This is an optimization exercise on Yosys and OpenROAD, whose aim is small area, not a production implementation. Where RTL was checked, it was by simulation tests only, not by an equivalence proof against the original. Function not checked in runs 3 and 4: the RTL went through the layout flow alone. The clock port is modelled as an ideal driver; clocking choices that lean on that would not hold on a real chip. No activity file was given, so power comes from the tool's default toggle rates.

$ cat flow/flow/run.sh
#!/bin/bash
# The standard layout (standard.sh) with these changes:
#  - after the standard synthesis, its combinational cells other than the full/half
#    adders are mapped again by ABC for area (flow/reabc.tcl); flip-flops and their
#    names are untouched;
#  - after the floorplan step, combinational cells get their smallest drive strength
#    (flow/downsize.tcl); placement and routing repair size up what needs it;
#  - clock tree: clkbuf_4 buffers, and no dummy loads at the tree's leaves; after CTS
#    the leaf buffers whose clock pins see a slow slew become clkbuf_8 (flow/post_cts.tcl);
#  - port buffers: the smallest buffer cell.
# Each tool's output goes to a log file of its own here.
set -euo pipefail
export CTS_ARGS="-sink_clustering_enable -repair_clock_nets -dont_use_dummy_load -buf_list sky130_fd_sc_hd__clkbuf_4"
export BUFFER_PORTS_ARGS="-buffer_cell sky130_fd_sc_hd__buf_1"
export POST_CTS_TCL=$PWD/flow/post_cts.tcl
RES=orfs/results/$FLOW_PLATFORM/top_level/base
YOSYS=$(command -v yosys || echo "$FLOW_HOME/../tools/install/yosys/bin/yosys")
bash standard.sh synth > flow_make_synth.log 2>&1
cp $RES/1_2_yosys.v $RES/1_2_yosys_standard.v
LIB=$FLOW_HOME/platforms/$FLOW_PLATFORM/lib/sky130_fd_sc_hd__tt_025C_1v80.lib \
  IN=$RES/1_2_yosys_standard.v OUT=$RES/1_2_yosys.v TOP=$FLOW_TOP OUTDIR=. \
  "$YOSYS" -c flow/reabc.tcl > flow_reabc.log 2>&1
bash standard.sh do-1_synth > flow_make_synth_odb.log 2>&1
bash standard.sh floorplan > flow_make_floorplan.log 2>&1
export RES
openroad -no_init -exit flow/downsize.tcl > flow_downsize.log 2>&1
bash standard.sh finish > flow_make_finish.log 2>&1
$ cat flow/flow/downsize.tcl
# Give every combinational cell of the synthesized netlist the smallest drive strength
# of its kind; the later repair steps size up whatever then needs more drive.
read_db $::env(RES)/2_floorplan.odb
set db [ord::get_db]
set n 0
foreach inst [[ord::get_db_block] getInsts] {
  set mn [[$inst getMaster] getName]
  if {![regexp {^(sky130_fd_sc_hd__[a-z0-9]+)_([0-9]+)$} $mn -> base drv]} { continue }
  if {[regexp {df|dl|clk|tap|fill|decap|conb|diode} $base]} { continue }
  foreach d {0 1 2} {
    if {$d >= $drv} { break }
    set m [$db findMaster ${base}_$d]
    if {$m ne "NULL" && $m ne ""} {
      if {[$inst swapMaster $m]} { incr n }
      break
    }
  }
}
puts "downsized $n cells"
write_db $::env(RES)/2_floorplan.odb
$ cat flow/flow/post_cts.tcl
proc upsize_slow_clock_leaves {limit} {
  estimate_parasitics -placement
  set db [ord::get_db]
  set big [$db findMaster sky130_fd_sc_hd__clkbuf_8]
  set n 0
  foreach inst [[ord::get_db_block] getInsts] {
    if {[[$inst getMaster] getName] ne "sky130_fd_sc_hd__clkbuf_4"} { continue }
    set out [$inst findITerm X]
    set net [$out getNet]
    if {$net eq "NULL"} { continue }
    set worst 0
    foreach it [$net getITerms] {
      if {[$it isOutputSignal]} { continue }
      set pin [get_pins -quiet "[[$it getInst] getName]/[[$it getMTerm] getName]"]
      if {$pin eq ""} { continue }
      set s [get_property $pin slew_max]
      if {$s > $worst} { set worst $s }
    }
    if {$worst > $limit} { $inst swapMaster $big; incr n }
  }
  puts "upsized $n clock buffers"
  estimate_parasitics -placement
}
set_propagated_clock [all_clocks]
upsize_slow_clock_leaves 0.105
detailed_placement
check_placement -verbose
$ cat flow/flow/reabc.tcl
# Area remap of the standard synthesis's combinational logic.
# The flip-flops and the full/half adder cells of the standard netlist stay as they
# are (kept as black boxes, so their instance names and types do not change); the
# other cells are read as their liberty functions and mapped again by ABC with an
# area-oriented script.
yosys -import
set lib $::env(LIB)
read_liberty -ignore_miss_func $lib
foreach m [split [exec grep -o {sky130_fd_sc_hd__[A-Za-z0-9_]*} $lib | sort -u] "\n"] {
  if {[regexp {__(df|dl|sdf|edf|fa_|ha_|conb)} $m]} { catch {setattr -mod -set blackbox 1 $m} }
}
read_verilog $::env(IN)
hierarchy -top $::env(TOP)
flatten
opt_clean
set dont_use {}
foreach m [split [exec grep -o {sky130_fd_sc_hd__[A-Za-z0-9_]*} $lib | sort -u] "\n"] {
  if {[regexp {lpflow|probe} $m]} { lappend dont_use -dont_use $m }
}
abc -script "+strash;ifraig;dc2;dch,-f;amap;topo" -liberty $lib {*}$dont_use
opt_clean -purge
hilomap -singleton -hicell sky130_fd_sc_hd__conb_1 HI -locell sky130_fd_sc_hd__conb_1 LO
splitnets
insbuf -buf sky130_fd_sc_hd__buf_1 A X
opt_clean -purge
tee -o $::env(OUTDIR)/reabc_stat.txt stat -liberty $lib
write_verilog -noattr -noexpr -nohex -nodec $::env(OUT)
$ cat flow/standard.sh
#!/bin/bash
# synth_recipe.tcl (not shown) runs the flow's synth.tcl, then flattens the netlist and writes it again
# the make line also repeats each setting of config.mk as NAME=value (left out here)
make -C /OpenROAD-flow-scripts/flow DESIGN_CONFIG=/design/flow/config.mk WORK_HOME=/design/flow/orfs CLKGATE_MAP_FILE= SYNTH_SCRIPT=/design/flow/synth_recipe.tcl "${@:-finish}"
$ cat flow/config.mk
export PLATFORM = sky130hd
export DESIGN_NAME = top_level
export DESIGN_NICKNAME = top_level
export VERILOG_FILES = /design/flow/design.v
export SDC_FILE = /design/flow/constraint.sdc
export NUM_CORES = 4
export LEC_CHECK = 0
export CAP_MARGIN = 20
export CORE_MARGIN = 2
export CORE_UTILIZATION = 60
export PLACE_DENSITY = 0.8
export SLEW_MARGIN = 20
$ cat flow/constraint.sdc
create_clock -name core_clock -period 10.0 [get_ports {clk}]
set_input_delay 2.0000 -clock core_clock [delete_from_list [all_inputs] [get_ports {clk}]]
set_output_delay 2.0000 -clock core_clock [all_outputs]
set_load 0.01 [all_outputs]
$ cat flow/design.v
module clockdivider(input logic clock,
                    input logic reset,
                    output logic pe);
always @(posedge clock)
	pe <= ~(pe | reset);
endmodule
module clock_divider_1Hz (input logic clock,
                          input logic reset,
                          output logic tick,
                          output logic tick2);
reg [16:0] c;
reg [6:0] k;    
assign tick = ~c[0] & c[1] & ~c[3] & c[4] & ~c[5] & c[6] & c[7] & ~c[8] & c[9] &
              c[10] & ~c[11] & ~c[12] & c[13] & ~c[14] & c[16];
assign tick2 = tick & k[6] & k[5] & k[1] & k[0];    
wire [7:0] kc;
wire [6:0] kn;
assign kc[0] = tick;
genvar i;
for (i = 0; i < 7; i = i + 1) begin : gk
	assign kn[i] = (k[i] ^ kc[i]) & ~(tick2 | reset);
	assign kc[i+1] = tick & (&k[i:0]);
end
always @(posedge clock or posedge reset)
begin
	if (reset)
		c <= 17'h04DA4;
	else
		c <= {c[15:3], c[2] & ~tick, c[1:0], c[16] ^ c[2]};
end
always @(posedge clock)
	k <= kn;
endmodule
module fsm_snes (input clk,
                 input reset,
                 input strobe,
                 input data,
                 output [11:0] cs,            
                 output blank_cs,
                 output snes_latch,
                 output snes_clk);
reg [8:0] d;
reg [5:0] hc;
reg [14:0] sr;
reg dbit;
reg blank_r;
assign cs = sr[11:0];
assign blank_cs = blank_r;
wire idle = hc[5] & hc[1];                                     
wire go = idle & strobe;
wire term = d[0] & ~d[1] & d[2] & ~d[4] & ~d[5] & ~d[7] & d[8];  
wire f = term | (idle & ~strobe);                               
assign snes_latch = ~(hc[5] | hc[4] | hc[3] | hc[2] | hc[1]);   
assign snes_clk = ~(hc[0] & ~hc[5] & (hc[4] | hc[3] | hc[2] | hc[1]));  
wire [6:0] hcc;
wire [5:0] hcn;
assign hcc[0] = term;
genvar i;
for (i = 0; i < 6; i = i + 1) begin : gh
	assign hcn[i] = hc[i] ^ hcc[i];
	assign hcc[i+1] = term & (&hc[i:0]);
end
always @(posedge clk or posedge reset)
begin
	if (reset)
	begin
		d <= 9'h001;
		hc <= 6'd34;
	end
	else
	begin
		d <= {d[7:3], d[2] & ~f, d[1], d[0] & ~f, (d[8] ^ d[3]) | f};
		hc <= {hcn[5] & ~go, hcn[4:2], hcn[1] & ~go, hcn[0]};
	end
end
wire capture = term & snes_latch & hc[0];                       
wire load = term & hc[4] & hc[3] & hc[2] & hc[1] & hc[0];       
always @(posedge clk)
	if (capture)
		dbit <= data;
always @(posedge clk or posedge reset)
begin
	if (reset)
	begin
		sr <= 15'd0;
		blank_r <= 1'b1;
	end
	else if (load)
	begin
		sr <= {dbit, sr[14:1]};
		blank_r <= 1'b0;
	end
end
endmodule
module VGA (input logic clk,
            input logic pe,
            input logic reset,
            output logic hsync,
            output logic vsync,
            output logic blank,
            output logic active_next,    
            output logic [9:0] curr_x,
            output logic [8:0] curr_y);
reg [9:0] hq;
reg [9:0] v;
assign blank = hq[9] & hq[8];
wire h_wrap = hq[9] & ~hq[8] & hq[7];              
wire v_wrap = v[9] & v[3] & v[2] & v[0];            
assign hsync = ~(blank & (hq[7] | (hq[6] & hq[5] & hq[4])) & ~(hq[7] & hq[6] & (hq[5] | hq[4])));
assign vsync = ~(~v[9] & v[8] & v[7] & v[6] & v[5] & ~v[4] & v[3] & ~v[2] & v[1]);  
assign curr_x = hq;
assign curr_y = v[8:0];
wire hload = reset | (pe & h_wrap);                
wire vinc = pe & h_wrap;
wire vclr = reset | (pe & v_wrap);
wire [10:0] hc, vc;
wire [9:0] hn, vn;
assign hc[0] = pe;
assign vc[0] = vinc;
genvar i;
for (i = 0; i < 10; i = i + 1) begin : g
	assign hn[i] = hq[i] ^ hc[i];
	assign hc[i+1] = pe & (&hq[i:0]);
	assign vn[i] = (v[i] ^ vc[i]) & ~vclr;
	assign vc[i+1] = vinc & (&v[i:0]);
end
wire [9:0] hqn = {hn[9] | hload, hn[8] | hload, hn[7] & ~hload, hn[6] | hload, hn[5] | hload,
                  hn[4:0] & {5{~hload}}};
assign active_next = ~(hqn[9] & hqn[8]) & ~(vn[9] | (vn[8] & vn[7] & vn[6] & vn[5]));
always @(posedge clk)
begin
	hq <= hqn;
	v <= vn;
end
endmodule
module updn #(parameter W = 4) (input logic [W-1:0] q,
                                input logic en,
                                input logic up_n,
                                input logic dn_n,
                                output logic [W-1:0] n);
wire [W:0] a;
assign a[0] = en & (up_n ^ dn_n);
genvar i;
for (i = 0; i < W; i = i + 1) begin : g
	assign a[i+1] = a[0] & (&(~(q[i:0] ^ {(i+1){dn_n}})));
	assign n[i] = q[i] ^ a[i];
end
endmodule
module sub_r #(parameter W = 10) (input logic [W-1:0] a,
                                  input logic [W-1:0] b,
                                  output logic [W-1:0] d);
wire [W:0] br;
assign br[0] = 1'b0;
genvar i;
for (i = 0; i < W; i = i + 1) begin : g
	assign d[i] = a[i] ^ b[i] ^ br[i];
	assign br[i+1] = (~a[i] & b[i]) | (~(a[i] ^ b[i]) & br[i]);
end
endmodule
module add_r #(parameter W = 10) (input logic [W-1:0] a,
                                  input logic [W-1:0] b,
                                  output logic [W-1:0] s);
wire [W:0] c;
assign c[0] = 1'b0;
genvar i;
for (i = 0; i < W; i = i + 1) begin : g
	assign s[i] = a[i] ^ b[i] ^ c[i];
	assign c[i+1] = (a[i] & b[i]) | ((a[i] ^ b[i]) & c[i]);
end
endmodule
module gt_r #(parameter W = 10) (input logic [W-1:0] a,
                                 input logic [W-1:0] b,
                                 output logic gt);
wire [W:0] g;
assign g[0] = 1'b0;
genvar i;
for (i = 0; i < W; i = i + 1) begin : gg
	assign g[i+1] = (a[i] ^ b[i]) ? a[i] : g[i];
end
assign gt = g[W];
endmodule
module rgb_decoder (input logic clk,
                    input logic reset,
                    input logic [11:0] cs,         
                    input logic blank_cs,
                    input logic tick,
                    input logic tick2,
                    input logic blank,
                    input logic active_next,
                    input logic [9:0] curr_x,
                    input logic [8:0] curr_y,
                    output logic [3:0] r_out,
                    output logic [3:0] g_out,
                    output logic [3:0] b_out);
reg [9:0] x_pos;
reg [8:0] y_pos;
reg [7:0] size;
reg [3:0] rs, gs, bs;
wire [9:0] xn;
wire [8:0] yn;
wire [7:0] sn;
wire [3:0] rn, gn, bn;
wire t1 = tick & ~blank_cs;
wire t2 = tick2 & ~blank_cs;
updn #(10) ux (.q(x_pos), .en(t1), .up_n(cs[7]), .dn_n(cs[6]), .n(xn));
updn #(9)  uy (.q(y_pos), .en(t1), .up_n(cs[5]), .dn_n(cs[4]), .n(yn));
updn #(8)  us (.q(size), .en(t2), .up_n(cs[3]), .dn_n(cs[2]), .n(sn));
updn #(4)  ur (.q(rs), .en(t2), .up_n(cs[11]), .dn_n(cs[10]), .n(rn));
updn #(4)  ug (.q(gs), .en(t2), .up_n(cs[8]), .dn_n(cs[0]), .n(gn));
updn #(4)  ub (.q(bs), .en(t2), .up_n(cs[9]), .dn_n(cs[1]), .n(bn));
wire [9:0] xl, xr;
wire [8:0] yl, yr;
sub_r #(10) sxl (.a(xn), .b({2'd0, sn}), .d(xl));
add_r #(10) sxr (.a(xn), .b({2'd0, sn}), .s(xr));
sub_r #(9)  syl (.a(yn), .b({1'd0, sn}), .d(yl));
add_r #(9)  syr (.a(yn), .b({1'd0, sn}), .s(yr));
wire c_xl, c_xr, c_yl, c_yr;
gt_r #(10) cxl (.a(curr_x), .b(xl), .gt(c_xl));
gt_r #(10) cxr (.a(xr), .b(curr_x), .gt(c_xr));
gt_r #(9)  cyl (.a(curr_y), .b(yl), .gt(c_yl));
gt_r #(9)  cyr (.a(yr), .b(curr_y), .gt(c_yr));
wire xin = ~blank & active_next & c_xl & c_xr;
wire yin = c_yl & c_yr;
wire [11:0] pix;
vga_generator my_generator (
	.x_in (xin),
	.y_in (yin),
	.sprite ({rn, gn, bn}),
	.cur ({r_out, g_out, b_out}),
	.nxt (pix));
always @(posedge clk)
begin
	if (reset)
	begin
		x_pos <= 10'd512;
		y_pos <= 9'd256;
		size <= 8'd20;
		rs <= 4'hF;
		gs <= 4'hF;
		bs <= 4'hF;
	end
	else
	begin
		x_pos <= xn;
		y_pos <= yn;
		size <= sn;
		rs <= rn;
		gs <= gn;
		bs <= bn;
	end
end
always @(posedge clk or posedge reset)
	if (reset)
		{r_out, g_out, b_out} <= 12'd0;
	else
		{r_out, g_out, b_out} <= pix;
endmodule
module vga_generator(input logic x_in,
                     input logic y_in,
                     input logic [11:0] sprite,
                     input logic [11:0] cur,
                     output logic [11:0] nxt);
assign nxt = x_in ? (y_in ? sprite : cur) : 12'd0;
endmodule
module top_level(input logic clk,
                 input logic strobe,
                 input logic data,
                 input logic reset,
                 output logic snes_latch,
                 output logic snes_clk,
                 output logic v_sync,
                 output logic h_sync,
                 output logic [3:0] r,
                 output logic [3:0] g,
                 output logic [3:0] b);
wire [11:0] cs;
wire blank_cs;
wire pe, active_next, blank;
wire [9:0] curr_x;
wire [8:0] curr_y;
wire tick, tick2;
fsm_snes snes_decode (
	.clk (clk),
	.reset (reset),
	.strobe (strobe),
	.data (data),
	.cs (cs),
	.blank_cs (blank_cs),
	.snes_latch (snes_latch),
	.snes_clk (snes_clk));
clockdivider my_clk_div (
	.clock (clk),
	.reset (reset),
	.pe (pe));
VGA my_VGA (
	.clk (clk),
	.pe (pe),
	.reset (reset),
	.hsync (h_sync),
	.vsync (v_sync),
	.curr_x (curr_x),
	.curr_y (curr_y),
	.blank (blank),
	.active_next (active_next));
clock_divider_1Hz my_ticks (
	.clock (clk),
	.reset (reset),
	.tick (tick),
	.tick2 (tick2));
rgb_decoder my_decoder (
	.clk (clk),
	.reset (reset),
	.cs (cs),
	.blank_cs (blank_cs),
	.tick (tick),
	.tick2 (tick2),
	.blank (blank),
	.active_next (active_next),
	.curr_x (curr_x),
	.curr_y (curr_y),
	.r_out (r),
	.g_out (g),
	.b_out (b));
endmodule
==> impl_metrics.xml, run 1 <==
<?xml version="1.0" encoding="UTF-8"?>
<metrics>
  <group name="timing">
    <metric name="worst_slew_margin_rel" unit="%">45.1</metric>
    <metric name="rsz_0062_raised_after_global_routing" unit="">false</metric>
    <metric name="layout_worst_path_cycle_share" unit="%">84.2</metric>
    <metric name="timing.final.max_slew_violations" unit="">0</metric>
    <metric name="timing_worst_slew_pin_value" unit="ns">0.823</metric>
    <metric name="finalHoldWorstSlack" unit="ns">0.363</metric>
    <metric name="period_needed" unit="ns">8.42</metric>
    <metric name="timing.fmax" unit="MHz">119</metric>
    <metric name="finalHoldViolCount" unit="">0</metric>
    <metric name="skew" unit="ns">0.0301</metric>
    <metric name="setup_viol_count_final" unit="">0</metric>
    <metric name="totalNegativeSetupSlack" unit="ns">0</metric>
  </group>
  <group name="grt">
    <metric name="total_routing_usage_gr" unit="%">24.8</metric>
    <metric name="gr-total-overflow" unit="">0</metric>
    <metric name="via_count_of_the_first_global_routing_pass" unit="">5160</metric>
    <metric name="grt_start_max_net_pins" unit="">69</metric>
    <metric name="initial_antenna_violation_count" unit="">0</metric>
    <metric name="grt_first_pass_wirelength" unit="mm">22.7</metric>
  </group>
  <group name="critical_path">
    <metric name="critPathLaunchType" unit="">register</metric>
    <metric name="delay_of_the_slowest_critical_path_stage" unit="ns">0.53</metric>
    <metric name="dominant_cell_type_by_count_on_the_critical_path" unit="">sky130_fd_sc_hd__fa_1</metric>
    <metric name="worst_ep_arrival_time" unit="ns">8.68</metric>
    <metric name="timing.critical_path.slowest_stage_cell" unit="">sky130_fd_sc_hd__or4b_1</metric>
    <metric name="critical_path_peak_fanout" unit="">13</metric>
    <metric name="worstRegToRegCells" unit="">28</metric>
    <metric name="critPathKind" unit="">reg -&gt; reg</metric>
    <metric name="r2r_start" unit="">my_ticks.c[16]</metric>
    <metric name="r2r_setup_slack" unit="ns">1.58</metric>
    <metric name="worstSetupEndpointType" unit="">register</metric>
    <metric name="worst_ep_required_time" unit="ns">10.26</metric>
    <metric name="r2r-end" unit="">my_decoder.g_out[3]</metric>
  </group>
  <group name="die">
    <metric name="initial_core_util" unit="%">61.8</metric>
    <metric name="rows" unit="">37</metric>
    <metric name="floorplan.die.width" unit="µm">107</metric>
    <metric name="die-height" unit="µm">107</metric>
    <metric name="fp.coreArea" unit="µm²">10300</metric>
    <metric name="die_area" unit="µm²">11500</metric>
    <metric name="number_of_primary_i_o_pins" unit="">20</metric>
  </group>
  <group name="place">
    <metric name="finalWeightedCongestion" unit="">0.893</metric>
    <metric name="post-dp-hpwl" unit="mm">9.87</metric>
    <metric name="numPortBuffers" unit="">19</metric>
    <metric name="placed_cells_incl_taps" unit="">891</metric>
  </group>
  <group name="synthesis">
    <metric name="synthesis.area_per_instance" unit="µm²">8.57</metric>
    <metric name="syn-cell-area" unit="µm²">6380</metric>
    <metric name="syn_nets" unit="">787</metric>
    <metric name="yosys_warnings" unit="">5</metric>
    <metric name="cell_count_after_synthesis" unit="">745</metric>
  </group>
  <group name="cells_and_area">
    <metric name="stdcell_count" unit="">908</metric>
    <metric name="final_nets" unit="">816</metric>
    <metric name="syn2layout_area_growth" unit="%">5.72</metric>
    <metric name="layout-drive-gt1-share" unit="%">4.15</metric>
    <metric name="antenna_diode_count" unit="">0</metric>
    <metric name="final_core_utilization" unit="%">65.4</metric>
  </group>
  <group name="job">
    <metric name="maxCapViolCount" unit="">0</metric>
  </group>
  <group name="clock_tree">
    <metric name="tritoncts_num_sinks" unit="">128</metric>
    <metric name="cts.clk_slew.worst_paths" unit="ns">0.10</metric>
    <metric name="tritoncts" unit="">done</metric>
    <metric name="clk-insertion-delay-late" unit="ns">0.42</metric>
  </group>
  <group name="power">
    <metric name="power-per-cell-area" unit="nW/µm²">124</metric>
    <metric name="power_leakage" unit="nW">2.53</metric>
    <metric name="post-layout-total-power" unit="mW">0.839</metric>
    <metric name="worst_ir_drop_vdd" unit="mV">0.105</metric>
  </group>
  <group name="routing">
    <metric name="route.detailed.vias_per_inst" unit="">5.78</metric>
    <metric name="drt_first_pass_iters" unit="">5</metric>
    <metric name="dr_total_vias" unit="">5250</metric>
    <metric name="final_antenna_net_count" unit="">0</metric>
    <metric name="drc_errors" unit="">0</metric>
    <metric name="drtIter0Drc" unit="">311</metric>
    <metric name="wl" unit="mm">13.2</metric>
    <metric name="post_drt_wl_per_cell" unit="µm">14.5</metric>
  </group>
  <group name="worst_hold_path">
    <metric name="whs_path_depth" unit="">0</metric>
    <metric name="hold_path.class" unit="">reg -&gt; reg</metric>
    <metric name="hold_path_startpoint" unit="">snes_decode.d[6]</metric>
    <metric name="timing.hold.worst_endpoint" unit="">snes_decode.d[7]</metric>
  </group>
  <group name="status">
    <metric name="outcome" unit="">timing/DRC/antenna clean</metric>
  </group>
</metrics>
==> power breakdown <==
part | leakage, nW | internal, mW | switching (mW)
registers | 1.33 | 0.539 | 0.0139
logic | 1.11 | 0.0110 | 0.0244
clock network | 0.0860 | 0.0916 | 0.159
total | 2.53 | 0.642 | 0.197
==> routing by layer <==
metal	routed length, µm	track usage, %
met1	5970	32.0
met2	6560	41.7
met3	474	5.59
met4	164	7.61
met5	0	0
==> stage by stage <==
stage | worst slack, ns | instance area (µm²)
6_report | 1.58 | 6750
5_1_grt | 0.833 | 6750
3_5_place_dp | 1.60 | 6600
3_3_place_gp | 1.98 | 6600
2_1_floorplan | 2.29 | 6380
==> area by class of cell <==
| type | count | area [µm²] |
|---|---|---|
| flip-flops and latches | 128 | 2890 |
| multi-input cells | 495 | 3040 |
| fillers | 870 | 3570 |
| well taps | 136 | 170 |
| inverters | 110 | 413 |
| clock buffers | 17 | 146 |
| repair buffers | 22 | 93.8 |
==> state kept, by name, summed over array words and instances, names as in the netlist <==
name and count:
my_ticks.c 17, snes_decode.sr 15, my_VGA.hq 10, my_VGA.v 10, my_decoder.x_pos 10, my_decoder.y_pos 9, snes_decode.d 9, my_decoder.size 8
my_ticks.k 7, snes_decode.hc 6, my_decoder.b_out 4, my_decoder.bs 4, my_decoder.g_out 4, my_decoder.gs 4, my_decoder.r_out 4, my_decoder.rs 4
my_clk_div.pe 1, snes_decode.blank_r 1, snes_decode.dbit 1
==> worst max path at each step <==
| stage | startpoint | endpoint | cells past startpoint |
|---|---|---|---|
| 6_report | my_ticks.c[16] | my_decoder.g_out[3] | 28 |
| 5_1_grt | my_ticks.c[16] | my_decoder.g_out[1] | 28 |
| 3_5_place_dp | my_ticks.c[16] | my_decoder.g_out[3] | 28 |
| 3_3_place_gp | my_ticks.c[16] | my_decoder.r_out[1] | 28 |
| 2_1_floorplan | my_ticks.c[16] | my_decoder.b_out[3] | 27 |
==> critical path, delay by kind of cell (launching register included) <==
kind | cells | cell delay (ns)
flops | 1 | 0.37
compound gates | 8 | 1.82
buf+inv | 5 | 1.12
simple gates | 8 | 2.00
fa+ha+maj | 7 | 2.98
==> cells in the final DEF, fill, tap and decap left out, types with 3 or more instances in the layout <==
| cell | n |
|---|---|
| sky130_fd_sc_hd__nor2_1 | 121 |
| sky130_fd_sc_hd__clkinv_1 | 109 |
| sky130_fd_sc_hd__nand2_1 | 80 |
| sky130_fd_sc_hd__dfxtp_1 | 67 |
| sky130_fd_sc_hd__a21oi_1 | 51 |
| sky130_fd_sc_hd__dfrtp_1 | 49 |
| sky130_fd_sc_hd__o21ai_0 | 34 |
| sky130_fd_sc_hd__o22ai_1 | 32 |
| sky130_fd_sc_hd__fa_1 | 28 |
| sky130_fd_sc_hd__nor3_1 | 19 |
| sky130_fd_sc_hd__buf_1 | 19 |
| sky130_fd_sc_hd__a211oi_1 | 15 |
| sky130_fd_sc_hd__clkbuf_4 | 14 |
| sky130_fd_sc_hd__or2_0 | 13 |
| sky130_fd_sc_hd__a22oi_1 | 11 |
| sky130_fd_sc_hd__dfstp_2 | 11 |
| sky130_fd_sc_hd__ha_1 | 10 |
| sky130_fd_sc_hd__nor4_1 | 8 |
| sky130_fd_sc_hd__a31oi_1 | 8 |
| sky130_fd_sc_hd__and3_1 | 7 |
| sky130_fd_sc_hd__nand3_1 | 7 |
| sky130_fd_sc_hd__nor2b_1 | 6 |
| sky130_fd_sc_hd__xor2_1 | 6 |
| sky130_fd_sc_hd__or4_1 | 4 |
| sky130_fd_sc_hd__nand4b_1 | 4 |
| sky130_fd_sc_hd__o221ai_1 | 3 |
| sky130_fd_sc_hd__a221oi_1 | 3 |
| sky130_fd_sc_hd__a222oi_1 | 3 |
| sky130_fd_sc_hd__clkbuf_8 | 3 |
| sky130_fd_sc_hd__buf_4 | 3 |
==> inputs of run 2 (changes only) <==
--- a/flow/config.mk
+++ b/flow/config.mk
@@ -8,5 +8,5 @@
 export CAP_MARGIN = 20
 export CORE_MARGIN = 2
-export CORE_UTILIZATION = 60
+export CORE_UTILIZATION = 70
 export PLACE_DENSITY = 0.8
 export SLEW_MARGIN = 20
==> impl_metrics.xml, run 2 <==
<?xml version="1.0" encoding="UTF-8"?>
<metrics>
  <group name="status">
    <metric name="outcome" unit="">timing/DRC/antenna clean</metric>
  </group>
  <group name="die">
    <metric name="fp.coreArea" unit="µm²">8760</metric>
    <metric name="number_of_primary_i_o_pins" unit="">20</metric>
    <metric name="die-height" unit="µm">99.5</metric>
    <metric name="floorplan.die.width" unit="µm">99.5</metric>
    <metric name="die_area" unit="µm²">9900</metric>
    <metric name="rows" unit="">34</metric>
    <metric name="initial_core_util" unit="%">72.8</metric>
  </group>
  <group name="power">
    <metric name="power-per-cell-area" unit="nW/µm²">124</metric>
    <metric name="power_switching" unit="mW">0.191</metric>
    <metric name="worst_ir_drop_vdd" unit="mV">0.0901</metric>
    <metric name="switching_share" unit="%">22.9</metric>
    <metric name="clock_power_share" unit="%">29.6</metric>
    <metric name="post-layout-total-power" unit="mW">0.833</metric>
    <metric name="pwr-share-seq" unit="%">66.3</metric>
    <metric name="power.internal" unit="mW">0.642</metric>
    <metric name="power_leakage" unit="nW">2.53</metric>
    <metric name="combPwrFrac" unit="%">4.0</metric>
  </group>
  <group name="cells_and_area">
    <metric name="layout-drive-gt1-share" unit="%">4.15</metric>
    <metric name="most_common_library_cell_in_the_layout_ignoring_fill_and_taps" unit="">sky130_fd_sc_hd__nor2_1</metric>
    <metric name="antenna_diode_count" unit="">0</metric>
    <metric name="regMostFlops" unit="">my_ticks.c</metric>
    <metric name="largestRegisters" unit="">my_ticks.c (17), snes_decode.sr (15)</metric>
    <metric name="post-route-cell-area" unit="µm²">6710</metric>
    <metric name="fill_cells" unit="">624</metric>
    <metric name="largest_reg_flops" unit="">17</metric>
    <metric name="final_nets" unit="">816</metric>
    <metric name="syn2layout_area_growth" unit="%">5.17</metric>
    <metric name="most_used_cells_in_the_layout_excluding_fill_and_tap_cells" unit="">121 x sky130_fd_sc_hd__nor2_1, 109 x sky130_fd_sc_hd__clkinv_1, 80 x sky130_fd_sc_hd__nand2_1, 67 x sky130_fd_sc_hd__dfxtp_1, 51 x sky130_fd_sc_hd__a21oi_1</metric>
  </group>
  <group name="critical_path">
    <metric name="worst_ep_required_time" unit="ns">10.25</metric>
    <metric name="critPathLaunchType" unit="">register</metric>
    <metric name="r2r_setup_slack" unit="ns">1.56</metric>
    <metric name="timing.critical_path.max_delay_family" unit="">adder cells</metric>
    <metric name="worst_ep_arrival_time" unit="ns">8.69</metric>
    <metric name="delay_of_the_slowest_critical_path_stage" unit="ns">0.54</metric>
    <metric name="r2r-end" unit="">my_decoder.r_out[0]</metric>
    <metric name="worstSetupPathDepth" unit="">28</metric>
    <metric name="timing.critical_path.slowest_stage_cell" unit="">sky130_fd_sc_hd__or4b_1</metric>
    <metric name="dominant_cell_type_by_count_on_the_critical_path" unit="">sky130_fd_sc_hd__fa_1</metric>
    <metric name="critical_path_peak_fanout" unit="">13</metric>
    <metric name="worstRegToRegCells" unit="">28</metric>
    <metric name="critical_path.n_buffers_inverters" unit="">5</metric>
    <metric name="worstSetupEndpointType" unit="">register</metric>
    <metric name="critPathKind" unit="">reg -&gt; reg</metric>
    <metric name="r2r_start" unit="">my_ticks.c[16]</metric>
  </group>
  <group name="clock_tree">
    <metric name="clk-insertion-delay-late" unit="ns">0.40</metric>
    <metric name="cts.clk_slew.worst_paths" unit="ns">0.09</metric>
    <metric name="tritoncts_num_sinks" unit="">128</metric>
    <metric name="tritoncts" unit="">done</metric>
  </group>
  <group name="timing">
    <metric name="skew" unit="ns">0.0293</metric>
    <metric name="rsz_0062_raised_after_global_routing" unit="">false</metric>
    <metric name="period_needed" unit="ns">8.44</metric>
    <metric name="layout_worst_path_cycle_share" unit="%">84.4</metric>
    <metric name="timing_worst_slew_pin_value" unit="ns">0.939</metric>
    <metric name="timing.final.max_slew_violations" unit="">0</metric>
    <metric name="setup_viol_count_final" unit="">0</metric>
    <metric name="timing.fmax" unit="MHz">118</metric>
    <metric name="worst_slew_margin_rel" unit="%">36.7</metric>
    <metric name="finalHoldViolCount" unit="">0</metric>
    <metric name="totalNegativeSetupSlack" unit="ns">0</metric>
  </group>
  <group name="routing">
    <metric name="dr_total_vias" unit="">5201</metric>
    <metric name="post_drt_wl_per_cell" unit="µm">14.4</metric>
    <metric name="drtIter0Drc" unit="">346</metric>
    <metric name="drt_first_pass_iters" unit="">6</metric>
    <metric name="route.detailed.vias_per_inst" unit="">5.91</metric>
    <metric name="final_antenna_net_count" unit="">0</metric>
    <metric name="wl" unit="mm">12.7</metric>
    <metric name="drc_errors" unit="">0</metric>
  </group>
  <group name="synthesis">
    <metric name="syn-cell-area" unit="µm²">6380</metric>
    <metric name="cell_count_after_synthesis" unit="">745</metric>
    <metric name="yosys_warnings" unit="">5</metric>
    <metric name="syn_nets" unit="">787</metric>
    <metric name="synthesis.area_per_instance" unit="µm²">8.57</metric>
  </group>
  <group name="grt">
    <metric name="initial_antenna_violation_count" unit="">0</metric>
    <metric name="total_routing_usage_gr" unit="%">28.1</metric>
    <metric name="via_count_of_the_first_global_routing_pass" unit="">4998</metric>
    <metric name="grt_start_max_net_pins" unit="">69</metric>
    <metric name="grt_first_pass_wirelength" unit="mm">22.3</metric>
    <metric name="gr-total-overflow" unit="">0</metric>
  </group>
  <group name="place">
    <metric name="finalWeightedCongestion" unit="">0.912</metric>
    <metric name="numPortBuffers" unit="">19</metric>
    <metric name="post_dp_cell_area" unit="µm²">6570</metric>
    <metric name="post-dp-hpwl" unit="mm">9.34</metric>
  </group>
  <group name="job">
    <metric name="maxCapViolCount" unit="">0</metric>
  </group>
  <group name="worst_hold_path">
    <metric name="hold_path.class" unit="">reg -&gt; reg</metric>
    <metric name="hold_path_startpoint" unit="">my_ticks.c[15]</metric>
    <metric name="timing.hold.worst_endpoint" unit="">my_ticks.c[16]</metric>
    <metric name="whs_path_depth" unit="">0</metric>
  </group>
</metrics>
-- run 2: per-layer routing --
metal  vias up  part of all wire, %  GRT usage [%]
met1      2481                   47           38.8
met5         -                    0              0
met4         0                  1.1           6.43
met3        18                  4.4           6.82
li1       2591                    -              -
met2       111                   48           45.7
-- run 2: power by group through the flow --
stage	Clock (mW)	Combinational (mW)	Sequential, mW
floorplan	0	0.0240	0.559
global placement	0	0.0328	0.562
detailed placement	0	0.0342	0.563
global route	0.275	0.0402	0.556
finish	0.247	0.0337	0.553
-- run 2: worst max-delay path by stage --
stage | from | to | slack [ns]
finish | my_ticks.c[16] | my_decoder.r_out[0] | 1.56
global route | my_ticks.c[16] | my_decoder.r_out[3] | 0.76
detailed placement | my_ticks.c[16] | my_decoder.g_out[3] | 1.66
global placement | my_ticks.c[16] | my_decoder.r_out[3] | 2.03
floorplan | my_ticks.c[16] | my_decoder.b_out[3] | 2.29
-- run 2: through the flow --
stage               instances  utilization (%)  hold WS, ns  worst slack [ns]
global placement          863             74.9        0.336              2.03
finish                    880             76.6        0.359              1.56
detailed placement        863             74.9        0.343              1.66
floorplan                 745                -        0.331              2.29
global route              880             76.6        0.377             0.763
-- run 2: layout make-up --
cell class,instances,area (µm²),area share [%]
multi-input combinational,495,3040,45.3
timing repair buffer,22,93.8,1.40
sequential,128,2890,43.0
clock buffer,17,146,2.18
inverter,110,413,6.15
tap,108,135,2.01
==> inputs of run 3 (changes only) <==
--- a/flow/design.v
+++ b/flow/design.v
@@ -37,5 +37,4 @@
                  input data,
                  output [11:0] cs,            
-                 output blank_cs,
                  output snes_latch,
                  output snes_clk);
@@ -44,7 +43,5 @@
 reg [14:0] sr;
 reg dbit;
-reg blank_r;
 assign cs = sr[11:0];
-assign blank_cs = blank_r;
 wire idle = hc[5] & hc[1];                                     
 wire go = idle & strobe;
@@ -84,10 +81,8 @@
 	begin
 		sr <= 15'd0;
-		blank_r <= 1'b1;
 	end
 	else if (load)
 	begin
 		sr <= {dbit, sr[14:1]};
-		blank_r <= 1'b0;
 	end
 end
@@ -183,5 +178,4 @@
                     input logic reset,
                     input logic [11:0] cs,         
-                    input logic blank_cs,
                     input logic tick,
                     input logic tick2,
@@ -201,6 +195,6 @@
 wire [7:0] sn;
 wire [3:0] rn, gn, bn;
-wire t1 = tick & ~blank_cs;
-wire t2 = tick2 & ~blank_cs;
+wire t1 = tick;
+wire t2 = tick2;
 updn #(10) ux (.q(x_pos), .en(t1), .up_n(cs[7]), .dn_n(cs[6]), .n(xn));
 updn #(9)  uy (.q(y_pos), .en(t1), .up_n(cs[5]), .dn_n(cs[4]), .n(yn));
@@ -275,5 +269,4 @@
                  output logic [3:0] b);
 wire [11:0] cs;
-wire blank_cs;
 wire pe, active_next, blank;
 wire [9:0] curr_x;
@@ -286,5 +279,4 @@
 	.data (data),
 	.cs (cs),
-	.blank_cs (blank_cs),
 	.snes_latch (snes_latch),
 	.snes_clk (snes_clk));
@@ -312,5 +304,4 @@
 	.reset (reset),
 	.cs (cs),
-	.blank_cs (blank_cs),
 	.tick (tick),
 	.tick2 (tick2),
==> impl_metrics.xml, run 3 <==
<?xml version="1.0" encoding="UTF-8"?>
<metrics>
  <group name="critical_path">
    <metric name="worstSetupEndpointType" unit="">register</metric>
    <metric name="critPathKind" unit="">reg -&gt; reg</metric>
    <metric name="critical_path_peak_fanout" unit="">19</metric>
    <metric name="worst_ep_arrival_time" unit="ns">8.75</metric>
    <metric name="worst_ep_required_time" unit="ns">10.27</metric>
    <metric name="critPathLaunchType" unit="">register</metric>
  </group>
  <group name="cells_and_area">
    <metric name="layout-drive-gt1-share" unit="%">4.16</metric>
    <metric name="largest_reg_flops" unit="">17</metric>
    <metric name="antenna_diode_count" unit="">0</metric>
    <metric name="syn2layout_area_growth" unit="%">5.25</metric>
    <metric name="final_nets" unit="">813</metric>
    <metric name="largestRegisters" unit="">my_ticks.c (17), snes_decode.sr (15)</metric>
    <metric name="final_core_utilization" unit="%">76.9</metric>
    <metric name="regMostFlops" unit="">my_ticks.c</metric>
    <metric name="most_used_cells_in_the_layout_excluding_fill_and_tap_cells" unit="">135 x sky130_fd_sc_hd__nor2_1, 115 x sky130_fd_sc_hd__clkinv_1, 67 x sky130_fd_sc_hd__dfxtp_1, 57 x sky130_fd_sc_hd__nand2_1, 49 x sky130_fd_sc_hd__dfrtp_1</metric>
    <metric name="stdcell_count" unit="">877</metric>
    <metric name="most_common_library_cell_in_the_layout_ignoring_fill_and_taps" unit="">sky130_fd_sc_hd__nor2_1</metric>
  </group>
  <group name="timing">
    <metric name="timing.final.max_slew_violations" unit="">0</metric>
    <metric name="rsz_0062_raised_after_global_routing" unit="">false</metric>
    <metric name="finalHoldViolCount" unit="">0</metric>
    <metric name="layout_worst_path_cycle_share" unit="%">84.8</metric>
    <metric name="period_needed" unit="ns">8.48</metric>
    <metric name="timing.fmax" unit="MHz">118</metric>
    <metric name="worst_slew_margin_rel" unit="%">37.5</metric>
    <metric name="setup_viol_count_final" unit="">0</metric>
    <metric name="totalNegativeSetupSlack" unit="ns">0</metric>
    <metric name="skew" unit="ns">0.0337</metric>
    <metric name="timing_worst_slew_pin_value" unit="ns">0.936</metric>
  </group>
  <group name="status">
    <metric name="outcome" unit="">timing/DRC/antenna clean</metric>
  </group>
  <group name="routing">
    <metric name="drt_first_pass_iters" unit="">5</metric>
    <metric name="drtIter0Drc" unit="">264</metric>
    <metric name="wl" unit="mm">13.1</metric>
    <metric name="route.detailed.vias_per_inst" unit="">5.95</metric>
    <metric name="drc_errors" unit="">0</metric>
    <metric name="final_antenna_net_count" unit="">0</metric>
    <metric name="post_drt_wl_per_cell" unit="µm">14.9</metric>
    <metric name="dr_total_vias" unit="">5218</metric>
  </group>
  <group name="die">
    <metric name="die_area" unit="µm²">9970</metric>
    <metric name="initial_core_util" unit="%">73.0</metric>
    <metric name="floorplan.die.width" unit="µm">99.8</metric>
    <metric name="rows" unit="">34</metric>
    <metric name="die-height" unit="µm">99.8</metric>
    <metric name="fp.coreArea" unit="µm²">8810</metric>
    <metric name="number_of_primary_i_o_pins" unit="">20</metric>
  </group>
  <group name="grt">
    <metric name="total_routing_usage_gr" unit="%">28.9</metric>
    <metric name="gr-total-overflow" unit="">0</metric>
    <metric name="via_count_of_the_first_global_routing_pass" unit="">5182</metric>
    <metric name="grt_start_max_net_pins" unit="">70</metric>
    <metric name="grt_first_pass_wirelength" unit="mm">22.8</metric>
    <metric name="initial_antenna_violation_count" unit="">0</metric>
  </group>
  <group name="job">
    <metric name="maxCapViolCount" unit="">0</metric>
  </group>
  <group name="power">
    <metric name="post-layout-total-power" unit="mW">0.828</metric>
    <metric name="worst_ir_drop_vdd" unit="mV">0.0799</metric>
    <metric name="combPwrFrac" unit="%">4.1</metric>
    <metric name="power.internal" unit="mW">0.638</metric>
    <metric name="pwr-share-seq" unit="%">66.3</metric>
    <metric name="switching_share" unit="%">23.0</metric>
    <metric name="power_switching" unit="mW">0.190</metric>
    <metric name="power_leakage" unit="nW">2.57</metric>
    <metric name="clock_power_share" unit="%">29.5</metric>
    <metric name="power-per-cell-area" unit="nW/µm²">122</metric>
  </group>
  <group name="synthesis">
    <metric name="syn-cell-area" unit="µm²">6430</metric>
    <metric name="cell_count_after_synthesis" unit="">741</metric>
    <metric name="yosys_warnings" unit="">5</metric>
    <metric name="syn_nets" unit="">783</metric>
    <metric name="synthesis.area_per_instance" unit="µm²">8.68</metric>
  </group>
  <group name="place">
    <metric name="post-dp-hpwl" unit="mm">9.92</metric>
    <metric name="finalWeightedCongestion" unit="">0.873</metric>
    <metric name="placed_cells_incl_taps" unit="">860</metric>
    <metric name="numPortBuffers" unit="">19</metric>
  </group>
  <group name="clock_tree">
    <metric name="clk-insertion-delay-late" unit="ns">0.41</metric>
    <metric name="tritoncts_num_sinks" unit="">127</metric>
    <metric name="cts.clk_slew.worst_paths" unit="ns">0.10</metric>
    <metric name="tritoncts" unit="">done</metric>
  </group>
  <group name="worst_hold_path">
    <metric name="hold_path.class" unit="">reg -&gt; reg</metric>
  </group>
</metrics>
-- run 3: cell count changes in the layout (fill, tap and decap cells not counted), moves of 5 or more --
| cell | previous run | this run |
|---|---|---|
| sky130_fd_sc_hd__o221a_1 | 1 | 12 |
| sky130_fd_sc_hd__clkinv_1 | 109 | 115 |
| sky130_fd_sc_hd__o22ai_1 | 32 | 25 |
| sky130_fd_sc_hd__nor2_1 | 121 | 135 |
| sky130_fd_sc_hd__nand2_1 | 80 | 57 |
| sky130_fd_sc_hd__a22oi_1 | 11 | 16 |
| sky130_fd_sc_hd__a21oi_1 | 51 | 34 |
-- run 3: worst max-delay path: stages, from the launching register on --
cell and delay, ns:
sky130_fd_sc_hd__dfrtp_1 0.39, sky130_fd_sc_hd__clkinv_1 0.09, sky130_fd_sc_hd__or4_1 0.55, sky130_fd_sc_hd__nor3_1 0.18
sky130_fd_sc_hd__buf_4 0.20, sky130_fd_sc_hd__and3_1 0.20, sky130_fd_sc_hd__nand3_1 0.52, sky130_fd_sc_hd__nor2_1 0.34
sky130_fd_sc_hd__nor2_1 0.07, sky130_fd_sc_hd__a21oi_1 0.37, sky130_fd_sc_hd__clkinv_1 0.28, sky130_fd_sc_hd__fa_1 0.48
sky130_fd_sc_hd__fa_1 0.38, sky130_fd_sc_hd__fa_1 0.39, sky130_fd_sc_hd__fa_1 0.39, sky130_fd_sc_hd__fa_1 0.41
sky130_fd_sc_hd__fa_1 0.40, sky130_fd_sc_hd__fa_1 0.46, sky130_fd_sc_hd__o22ai_1 0.16, sky130_fd_sc_hd__o21ai_0 0.12
sky130_fd_sc_hd__o32ai_1 0.27, sky130_fd_sc_hd__nor2b_1 0.75, sky130_fd_sc_hd__clkinv_1 0.55, sky130_fd_sc_hd__o221a_1 0.39
-- run 3: worst paths after layout --
path | slack (ns) | endpoint | start | depth (start not counted)
min in group asynchronous | 2.14 | snes_decode.sr[9] | reset | 4
worst max-delay path | 1.52 | my_decoder.r_out[0] | my_ticks.c[16] | 23
max in group asynchronous | 7.30 | my_ticks.c[13] | reset | 4
worst min-delay path | 0.36 | my_ticks.c[16] | my_ticks.c[15] | 0
worst max register to register | 1.52 | my_decoder.r_out[0] | my_ticks.c[16] | 23
worst min register to register | 0.36 | my_ticks.c[16] | my_ticks.c[15] | 0
-- run 3: cell type report --
| class | instances | area (µm²) |
|---|---|---|
| fill | 651 | 2040 |
| sequential | 127 | 2860 |
| timing repair buffer | 23 | 101 |
| multi-input combinational | 486 | 3090 |
| clock buffer | 17 | 146 |
| inverter | 116 | 435 |
| tap | 108 | 135 |
-- run 3: layer usage --
| layer | vias up | GRT usage, % | share of wire [%] |
|---|---|---|---|
| met2 | 133 | 50.7 | 51 |
| li1 | 2606 | - | - |
| met5 | - | 0 | 0 |
| met3 | 22 | 5.85 | 4.2 |
| met1 | 2457 | 35.6 | 43 |
| met4 | 0 | 10.2 | 1.7 |
-- run 3: power by group through the flow --
| stage | logic (mW) | clock network [mW] | registers [mW] |
|---|---|---|---|
| 2_1_floorplan | 0.0227 | 0 | 0.555 |
| 3_3_place_gp | 0.0313 | 0 | 0.558 |
| 3_5_place_dp | 0.0347 | 0 | 0.559 |
| 5_1_grt | 0.0400 | 0.268 | 0.552 |
| 6_report | 0.0343 | 0.245 | 0.549 |
-- run 3: through the flow --
| stage | setup slack [ns] | instance area, µm² | hold slack [ns] |
|---|---|---|---|
| 6_report | 1.52 | 6770 | 0.355 |
| 3_3_place_gp | 1.99 | 6620 | 0.337 |
| 3_5_place_dp | 1.57 | 6620 | 0.340 |
| 5_1_grt | 0.765 | 6770 | 0.368 |
| 2_1_floorplan | 2.51 | 6430 | 0.331 |
==> inputs of run 4 (changes only) <==
--- a/flow/flow/run.sh
+++ b/flow/flow/run.sh
@@ -2,6 +2,6 @@
 # The standard layout (standard.sh) with these changes:
 #  - after the standard synthesis, its combinational cells other than the full/half
-#    adders are mapped again by ABC for area (flow/reabc.tcl); flip-flops and their
-#    names are untouched;
+#    adders are mapped again by ABC for area (flow/reabc.tcl, a few area scripts, the
+#    smallest result kept); flip-flops and their names are untouched;
 #  - after the floorplan step, combinational cells get their smallest drive strength
 #    (flow/downsize.tcl); placement and routing repair size up what needs it;
@@ -18,7 +18,26 @@
 bash standard.sh synth > flow_make_synth.log 2>&1
 cp $RES/1_2_yosys.v $RES/1_2_yosys_standard.v
-LIB=$FLOW_HOME/platforms/$FLOW_PLATFORM/lib/sky130_fd_sc_hd__tt_025C_1v80.lib \
-  IN=$RES/1_2_yosys_standard.v OUT=$RES/1_2_yosys.v TOP=$FLOW_TOP OUTDIR=. \
-  "$YOSYS" -c flow/reabc.tcl > flow_reabc.log 2>&1
+# try a few ABC area scripts and keep the smallest netlist
+best=""; best_area=""
+i=0
+for s in "+strash;ifraig;dc2;dch,-f;amap;topo" \
+         "+strash;ifraig;dc2;dch,-f;amap,-F,5,-A,5;topo" \
+         "+strash;ifraig;dc2;resub;dch,-f;amap;topo" \
+         "+strash;ifraig;resub;dc2;dch,-f;amap;topo" \
+         "+strash;ifraig;dc2;dch;amap;topo" \
+         "+strash;ifraig;dc2;dc2;dch,-f;amap;topo"; do
+  i=$((i+1))
+  mkdir -p reabc_$i
+  ABC_SCRIPT="$s" LIB=$FLOW_HOME/platforms/$FLOW_PLATFORM/lib/sky130_fd_sc_hd__tt_025C_1v80.lib \
+    IN=$RES/1_2_yosys_standard.v OUT=reabc_$i/netlist.v TOP=$FLOW_TOP OUTDIR=reabc_$i \
+    "$YOSYS" -c flow/reabc.tcl > flow_reabc_$i.log 2>&1 || continue
+  a=$(awk '/Chip area/ {print $NF}' reabc_$i/reabc_stat.txt | tail -1)
+  echo "script $i ($s): area $a" >> flow_reabc_choice.log
+  if [[ -n "$a" ]] && { [[ -z "$best_area" ]] || awk -v x="$a" -v y="$best_area" 'BEGIN{exit !(x<y)}'; }; then
+    best=$i; best_area=$a
+  fi
+done
+echo "chosen: script $best, area $best_area" >> flow_reabc_choice.log
+cp reabc_$best/netlist.v $RES/1_2_yosys.v
 bash standard.sh do-1_synth > flow_make_synth_odb.log 2>&1
 bash standard.sh floorplan > flow_make_floorplan.log 2>&1
--- a/flow/flow/reabc.tcl
+++ b/flow/flow/reabc.tcl
@@ -2,6 +2,6 @@
 # The flip-flops and the full/half adder cells of the standard netlist stay as they
 # are (kept as black boxes, so their instance names and types do not change); the
-# other cells are read as their liberty functions and mapped again by ABC with an
-# area-oriented script.
+# other cells are read as their liberty functions and mapped again by ABC with the
+# area-oriented script ABC_SCRIPT.
 yosys -import
 set lib $::env(LIB)
@@ -18,6 +18,8 @@
   if {[regexp {lpflow|probe} $m]} { lappend dont_use -dont_use $m }
 }
-abc -script "+strash;ifraig;dc2;dch,-f;amap;topo" -liberty $lib {*}$dont_use
+abc -script $::env(ABC_SCRIPT) -liberty $lib {*}$dont_use
 opt_clean -purge
+# every remaining cell must be a library cell
+select -assert-none {t:$*}
 hilomap -singleton -hicell sky130_fd_sc_hd__conb_1 HI -locell sky130_fd_sc_hd__conb_1 LO
 splitnets
==> impl_metrics.xml, run 4 <==
<?xml version="1.0" encoding="UTF-8"?>
<metrics>
  <group name="status">
    <metric name="outcome" unit="">timing/DRC/antenna clean</metric>
  </group>
  <group name="cells_and_area">
    <metric name="most_common_library_cell_in_the_layout_ignoring_fill_and_taps" unit="">sky130_fd_sc_hd__nor2_1</metric>
    <metric name="final_nets" unit="">808</metric>
    <metric name="layout-drive-gt1-share" unit="%">4.45</metric>
    <metric name="most_used_cells_in_the_layout_excluding_fill_and_tap_cells" unit="">124 x sky130_fd_sc_hd__nor2_1, 112 x sky130_fd_sc_hd__clkinv_1, 67 x sky130_fd_sc_hd__dfxtp_1, 57 x sky130_fd_sc_hd__o21ai_0, 53 x sky130_fd_sc_hd__nand2_1</metric>
    <metric name="largestRegisters" unit="">my_ticks.c (17), snes_decode.sr (15)</metric>
    <metric name="stdcell_count" unit="">872</metric>
    <metric name="antenna_diode_count" unit="">0</metric>
    <metric name="regMostFlops" unit="">my_ticks.c</metric>
    <metric name="final_core_utilization" unit="%">76.9</metric>
    <metric name="regArea" unit="µm²">2860</metric>
    <metric name="syn2layout_area_growth" unit="%">5.61</metric>
    <metric name="fill_cells" unit="">655</metric>
    <metric name="area_occupied_by_multi_input_gates" unit="µm²">3060</metric>
    <metric name="largest_reg_flops" unit="">17</metric>
  </group>
  <group name="critical_path">
    <metric name="worst_ep_arrival_time" unit="ns">8.55</metric>
    <metric name="critPathKind" unit="">reg -&gt; reg</metric>
    <metric name="r2r-end" unit="">my_decoder.g_out[2]</metric>
    <metric name="r2r_setup_slack" unit="ns">1.77</metric>
    <metric name="worst_ep_required_time" unit="ns">10.32</metric>
    <metric name="critPathLaunchType" unit="">register</metric>
    <metric name="r2r_start" unit="">my_ticks.c[16]</metric>
    <metric name="critical_path_peak_fanout" unit="">12</metric>
    <metric name="worstRegToRegCells" unit="">26</metric>
    <metric name="worstSetupEndpointType" unit="">register</metric>
  </group>
  <group name="die">
    <metric name="floorplan.die.width" unit="µm">99.5</metric>
    <metric name="die_area" unit="µm²">9900</metric>
    <metric name="initial_core_util" unit="%">72.8</metric>
    <metric name="fp.coreArea" unit="µm²">8760</metric>
    <metric name="die-height" unit="µm">99.5</metric>
    <metric name="number_of_primary_i_o_pins" unit="">20</metric>
    <metric name="rows" unit="">34</metric>
  </group>
  <group name="synthesis">
    <metric name="syn_nets" unit="">778</metric>
    <metric name="syn-cell-area" unit="µm²">6380</metric>
    <metric name="synthesis.area_per_instance" unit="µm²">8.67</metric>
    <metric name="cell_count_after_synthesis" unit="">736</metric>
    <metric name="yosys_warnings" unit="">5</metric>
  </group>
  <group name="place">
    <metric name="post-dp-hpwl" unit="mm">10.0</metric>
    <metric name="placed_cells_incl_taps" unit="">855</metric>
    <metric name="finalWeightedCongestion" unit="">0.860</metric>
    <metric name="numPortBuffers" unit="">19</metric>
    <metric name="place_worst_setup_slack" unit="ns">1.76</metric>
  </group>
  <group name="clock_tree">
    <metric name="clk-insertion-delay-late" unit="ns">0.41</metric>
    <metric name="cts.clk_slew.worst_paths" unit="ns">0.09</metric>
    <metric name="tritoncts" unit="">done</metric>
    <metric name="tritoncts_num_sinks" unit="">127</metric>
  </group>
  <group name="worst_hold_path">
    <metric name="whs_path_depth" unit="">0</metric>
    <metric name="hold_path.class" unit="">reg -&gt; reg</metric>
    <metric name="timing.hold.worst_endpoint" unit="">my_ticks.c[11]</metric>
    <metric name="hold_path_startpoint" unit="">my_ticks.c[10]</metric>
  </group>
  <group name="timing">
    <metric name="final.setup.worst_slack" unit="ns">1.77</metric>
    <metric name="setup_viol_count_final" unit="">0</metric>
    <metric name="finalHoldViolCount" unit="">0</metric>
    <metric name="period_needed" unit="ns">8.23</metric>
    <metric name="totalNegativeSetupSlack" unit="ns">0</metric>
    <metric name="timing.final.max_slew_violations" unit="">0</metric>
    <metric name="rsz_0062_raised_after_global_routing" unit="">false</metric>
    <metric name="layout_worst_path_cycle_share" unit="%">82.3</metric>
    <metric name="worst_slew_margin_rel" unit="%">32.5</metric>
    <metric name="skew" unit="ns">0.0382</metric>
    <metric name="timing_worst_slew_pin_value" unit="ns">1.01</metric>
    <metric name="timing.fmax" unit="MHz">122</metric>
  </group>
  <group name="routing">
    <metric name="wl" unit="mm">13.4</metric>
    <metric name="final_antenna_net_count" unit="">0</metric>
    <metric name="drc_errors" unit="">0</metric>
    <metric name="post_drt_wl_per_cell" unit="µm">15.3</metric>
    <metric name="dr_total_vias" unit="">5322</metric>
    <metric name="drtIter0Drc" unit="">405</metric>
    <metric name="route.detailed.vias_per_inst" unit="">6.10</metric>
    <metric name="drt_first_pass_iters" unit="">5</metric>
  </group>
  <group name="power">
    <metric name="worst_ir_drop_vdd" unit="mV">0.125</metric>
    <metric name="power_leakage" unit="nW">2.65</metric>
    <metric name="power-per-cell-area" unit="nW/µm²">116</metric>
  </group>
  <group name="job">
    <metric name="maxCapViolCount" unit="">0</metric>
  </group>
  <group name="grt">
    <metric name="grt_start_max_net_pins" unit="">62</metric>
    <metric name="gr-total-overflow" unit="">0</metric>
    <metric name="via_count_of_the_first_global_routing_pass" unit="">5085</metric>
    <metric name="grt_first_pass_wirelength" unit="mm">22.8</metric>
    <metric name="initial_antenna_violation_count" unit="">0</metric>
    <metric name="total_routing_usage_gr" unit="%">29.1</metric>
  </group>
</metrics>
==> run 4: layout make-up <==
class | instances | share of cell area, %
inverter | 113 | 6.29
tap | 108 | 2.00
sequential | 127 | 42.4
clock buffer | 17 | 2.36
multi-input combinational | 484 | 45.4
timing repair buffer | 23 | 1.52
==> run 4: worst max path at each step <==
stage	from	endpoint	slack, ns	cells past startpoint
6_report	my_ticks.c[16]	my_decoder.g_out[2]	1.77	26
5_1_grt	my_ticks.c[16]	my_decoder.g_out[1]	1.30	25
3_5_place_dp	my_ticks.c[16]	my_decoder.g_out[0]	1.76	26
3_3_place_gp	my_ticks.c[16]	my_decoder.b_out[2]	2.08	26
2_1_floorplan	my_ticks.c[16]	my_decoder.b_out[0]	2.05	24
==> run 4: power by group <==
group,switching [mW],internal [mW],leakage (nW)
clock,0.157,0.100,0.0912
combinational,0.0107,0.00259,1.24
sequential,0.00146,0.511,1.32
total,0.169,0.614,2.65
==> run 4: worst max-delay path: stages (launching register included) <==
cell                       delay [ns]
sky130_fd_sc_hd__dfrtp_1         0.36
sky130_fd_sc_hd__clkinv_1        0.08
sky130_fd_sc_hd__or4b_1          0.54
sky130_fd_sc_hd__nor3_1          0.23
sky130_fd_sc_hd__buf_4           0.21
sky130_fd_sc_hd__and3_1          0.21
sky130_fd_sc_hd__nand3_1         0.34
sky130_fd_sc_hd__clkinv_1        0.30
sky130_fd_sc_hd__o21ai_0         0.16
sky130_fd_sc_hd__o21ai_0         0.58
sky130_fd_sc_hd__clkinv_1        0.31
sky130_fd_sc_hd__fa_1            0.53
sky130_fd_sc_hd__fa_1            0.44
sky130_fd_sc_hd__fa_1            0.43
sky130_fd_sc_hd__fa_1            0.43
sky130_fd_sc_hd__fa_1            0.42
sky130_fd_sc_hd__fa_1            0.43
sky130_fd_sc_hd__fa_1            0.40
sky130_fd_sc_hd__ha_1            0.34
sky130_fd_sc_hd__o21ai_0         0.12
sky130_fd_sc_hd__o221ai_1        0.17
sky130_fd_sc_hd__o31a_1          0.16
sky130_fd_sc_hd__nor2_1          0.04
sky130_fd_sc_hd__nor2_1          0.07
sky130_fd_sc_hd__nor4bb_2        0.40
sky130_fd_sc_hd__buf_4           0.27
sky130_fd_sc_hd__o221a_1         0.19
==> run 4: routing by layer <==
layer	part of all wire (%)	up-vias	wire length (µm)	global-route usage [%]
li1	-	2583	-	-
met1	44	2545	5890	39.1
met2	49	170	6520	47.9
met3	5.3	24	705	6.18
met4	2.0	0	261	9.38
met5	0	-	0	0
==> run 4: through the flow <==
step	hold WS [ns]	total power, mW	cell area (µm²)
global placement	0.343	0.536	6580
global route	0.336	0.809	6740
detailed placement	0.336	0.537	6580
floorplan	0.331	0.530	6380
finish	0.347	0.782	6740

static timing again, ports no longer ideal:
In the flow no input, the clock included, has a driving cell. The finished layouts below were timed again as built, in two steps. Step 1: set_driving_cell puts a clkbuf_16 on clk and a buf_2 on each other input, an assumption about the parent block. Step 2 times the ports against the registers' clock, not the clock port: input delays grow and output delays shrink by t, the midpoint of the rising clock arrivals with the driver on. a / b / c = ideal / step 1 / step 2; a / b = the first two.
| run | t, ns | setup slack, ns | worst setup path after step 2 | worst data-port slew with drivers (ns) | pins driven straight from the clock port |
|---|---|---|---|---|---|
| run 1 | 0.439 | 1.576 / 1.576 / 1.576 | register to register | 0.03 | 1 |
| run 2 | 0.421 | 1.558 / 1.558 / 1.558 | register to register | 0.03 | 1 |
| run 3 | 0.431 | 1.523 / 1.523 / 1.523 | register to register | 0.04 | 1 |
| run 4 | 0.426 | 1.773 / 1.773 / 1.773 | register to register | 0.03 | 1 |
After both steps setup and hold are still met in every run listed.
